This is an optimization exercise on Yosys and OpenROAD, whose aim is small area, not a production implementation. The RTL was checked by simulation tests, not by an equivalence proof against the original design. Power figures rest on the tool's default switching activity, not on a simulated workload.

==> flow/design.v (excerpt) <==
module FloatingPointAdder(
	input wire [26 : 0] in_1,
	input wire [26 : 0] in_2,
	input wire clk_pll,
	output wire [26 : 0] out
    );
Settings: LEC_CHECK=0, CAP_MARGIN=20, CORE_MARGIN=2, CORE_UTILIZATION=60, CTS_BUF_LIST=sky130_fd_sc_hd__clkbuf_4 sky130_fd_sc_hd__clkbuf_8, SLEW_MARGIN=20; clock period 5.5 ns.
standard.sh (not shown) runs the stock make flow with config.mk's settings and CLKGATE_MAP_FILE= SYNTH_SCRIPT=/design/flow/synth_recipe.tcl, a recipe that flattens the netlist after the stock synthesis.
==> flow/flow/run.sh <==
#!/bin/bash
# Standard ORFS layout with two changes: port buffers use the smallest
# buffer cell, and adders are mapped with Yosys's default (Brent-Kung)
# carry network instead of Kogge-Stone.
export BUFFER_PORTS_ARGS="-buffer_cell sky130_fd_sc_hd__buf_1"
export SYNTH_OPERATIONS_ARGS="-nofsm"
bash standard.sh > standard.log 2>&1
Rerun with:
==> flow/flow/run.sh (replaced) <==
#!/bin/bash
# Standard ORFS layout with these changes:
#  - port buffers use the smallest buffer cell (buf_1);
#  - adders use Yosys's default Brent-Kung carry network, not Kogge-Stone;
#  - no full/half-adder cell extraction; ABC maps all logic with the
#    area-oriented script flow/area.abc.
# Synthesis is the standard flow's own script (synth_recipe.tcl) with only the ABC call
# changed; registers are unchanged.
set -e
W=$PWD
sed 's|^  log_cmd abc {\*}\$abc_args$|  log_cmd abc -script $::env(MY_ABC_SCRIPT) {*}[lrange $abc_args 2 end]|' \
  $FLOW_HOME/scripts/synth.tcl > $W/synth_mod.tcl
grep -q MY_ABC_SCRIPT $W/synth_mod.tcl
sed "s|source \$::env(SCRIPTS_DIR)/synth.tcl|source $W/synth_mod.tcl|" synth_recipe.tcl > $W/flow_synth.tcl
grep -q synth_mod.tcl $W/flow_synth.tcl
sed "s|SYNTH_SCRIPT=[^ ]*|SYNTH_SCRIPT=$W/flow_synth.tcl|" standard.sh > $W/flow_standard.sh
grep -q flow_synth.tcl $W/flow_standard.sh
export MY_ABC_SCRIPT=$W/flow/area.abc
export BUFFER_PORTS_ARGS="-buffer_cell sky130_fd_sc_hd__buf_1"
export SYNTH_OPERATIONS_ARGS="-nofsm"
export ADDER_MAP_FILE=
export CTS_ARGS="-sink_clustering_enable -repair_clock_nets -buf_list sky130_fd_sc_hd__clkbuf_8 -dont_use_dummy_load"
bash $W/flow_standard.sh > $W/standard.log 2>&1
==> flow/flow/area.abc (new file) <==
strash
balance -l
resub -K 6 -l
rewrite -l
resub -K 6 -N 2 -l
refactor -l
resub -K 8 -l
balance -l
resub -K 8 -N 2 -l
rewrite -l
resub -K 10 -l
rewrite -z -l
resub -K 10 -N 2 -l
balance -l
resub -K 12 -l
refactor -z -l
resub -K 12 -N 2 -l
rewrite -z -l
balance -l
dch -f
amap
topo
stime -c
- CTS_BUF_LIST: sky130_fd_sc_hd__clkbuf_4 sky130_fd_sc_hd__clkbuf_8 -> sky130_fd_sc_hd__clkbuf_8
Effect: Design area decreases by 15%. Global-route usage increases by 3.2 points. Setup slack got worse by 0.15 ns. Core utilization increases by 2.2 points. Total power decreases by 15%. Final cell count increases by 4.0%. Sequential power increases by about 0.5%. Area after synthesis decreases by 20%. Die area decreases by 19%. Clock power decreases by 28%.
Rerun with:
--- a/flow/flow/run.sh
+++ b/flow/flow/run.sh
@@ -21,3 +21,2 @@
 export ADDER_MAP_FILE=
-export CTS_ARGS="-sink_clustering_enable -repair_clock_nets -buf_list sky130_fd_sc_hd__clkbuf_8 -dont_use_dummy_load"
 bash $W/flow_standard.sh > $W/standard.log 2>&1
- CORE_UTILIZATION: 60 -> 70
- CTS_CLUSTER_DIAMETER: unset -> 100
- CTS_CLUSTER_SIZE: unset -> 40
- PLACE_DENSITY: unset -> 0.75
This time the run finished but failed the layout checks on setup timing. Register-to-register slack degrades by 0.53 ns. Worst hold slack improves by 0.033 ns. Non-clock buffer count does not change. Area after synthesis does not change. Via count rose by 11%. First-iteration DRC count went up to 3.5 times its value. Worst setup slack degrades by 0.53 ns. Design area increases by about 2.3%. Routed wire length grows by 25%. Die area drops by 14%.
Rerun with:
==> flow/flow/run.sh (replaced) <==
#!/bin/bash
# Standard ORFS layout with two changes: port buffers use the smallest
# buffer cell, and adders are mapped with Yosys's default (Brent-Kung)
# carry network instead of Kogge-Stone.
export BUFFER_PORTS_ARGS="-buffer_cell sky130_fd_sc_hd__buf_1"
export SYNTH_OPERATIONS_ARGS="-nofsm"
bash standard.sh > standard.log 2>&1
- CORE_UTILIZATION: 70 -> 40
- CTS_BUF_LIST: sky130_fd_sc_hd__clkbuf_8 -> unset
- CTS_CLUSTER_DIAMETER: 100 -> unset
- CTS_CLUSTER_SIZE: 40 -> unset
- PLACE_DENSITY: 0.75 -> unset
removed: flow/flow/area.abc
Outcome: The changed run ran to the end with no violations; power rose by roughly a tenth; worst hold slack loses 0.0061 ns; setup slack gains 0.67 ns; count of clock-buffer cells in the layout rose by 4; register-to-register slack gains 1.4 ns; die area rose by well over a third; sequential power fell by a few percent; utilization fell by 40 points; via count fell by about a fifth.
Rerun with:
==> flow/run.sh (new file) <==
#!/bin/bash
# synth_recipe.tcl (not shown) runs the flow's synth.tcl, then flattens the netlist and writes it again
# the make line also repeats each setting of config.mk as NAME=value (left out here)
make -C /OpenROAD-flow-scripts/flow DESIGN_CONFIG=/design/flow/config.mk WORK_HOME=/design/flow/orfs CLKGATE_MAP_FILE= SYNTH_SCRIPT=/design/flow/synth_recipe.tcl finish
removed: flow/flow/run.sh
removed: flow/standard.sh
Effect:
- The changed run finished clean
- maximum frequency increases by 2.7%
- via count grows by 23%
- wire length rose by 27%
- worst setup slack is better by 0.13 ns
- global-route usage climbs by 1.7 points
- sequential power is higher by about 2%
- design area rose by 21%
- core utilization rose by 2.8 points
- power went up by 23%

-- what the ideal ports hide --
No port has a modelled driver above. Below, the same layouts with a new extraction and two added sets of constraints.
Step 1: set_driving_cell puts a clkbuf_16 on clk_pll and a buf_2 on each other input, an assumption about the parent block.
Step 2, shift: input delay + t, output delay - t, t = (earliest + latest rising clock arrival at the registers) / 2. This alone moves slack from input paths to output paths.
a / b / c = ideal / step 1 / step 2; a / b = the first two.
run | t (ns) | setup WS [ns] | hold slack, ns | slew at the worst register clock pin (ns) | pins driven straight from the clock port
the first run | 0.367 | 0.513 / 0.484 / 0.525 | 0.331 / 0.331 / 0.331 | 0.08 / 0.08 | 1
the second run | 0.359 | 0.361 / 0.361 / 0.097 | 0.298 / 0.298 / 0.298 | 0.08 / 0.08 | 1
the third run | 0.392 | -0.173 / -0.173 / -0.173 | 0.331 / 0.331 / 0.331 | 0.09 / 0.09 | 1
the fourth run | 0.362 | 0.497 / 0.459 / 0.795 | 0.325 / 0.325 / 0.325 | 0.05 / 0.05 | 1
the fifth run | 0.371 | 0.631 / 0.604 / 0.276 | 0.325 / 0.325 / 0.325 | 0.06 / 0.06 | 1
For the fifth run, which loses most, drivers alone change the setup slack by -0.027 ns; drivers and shift together by -0.355 ns.
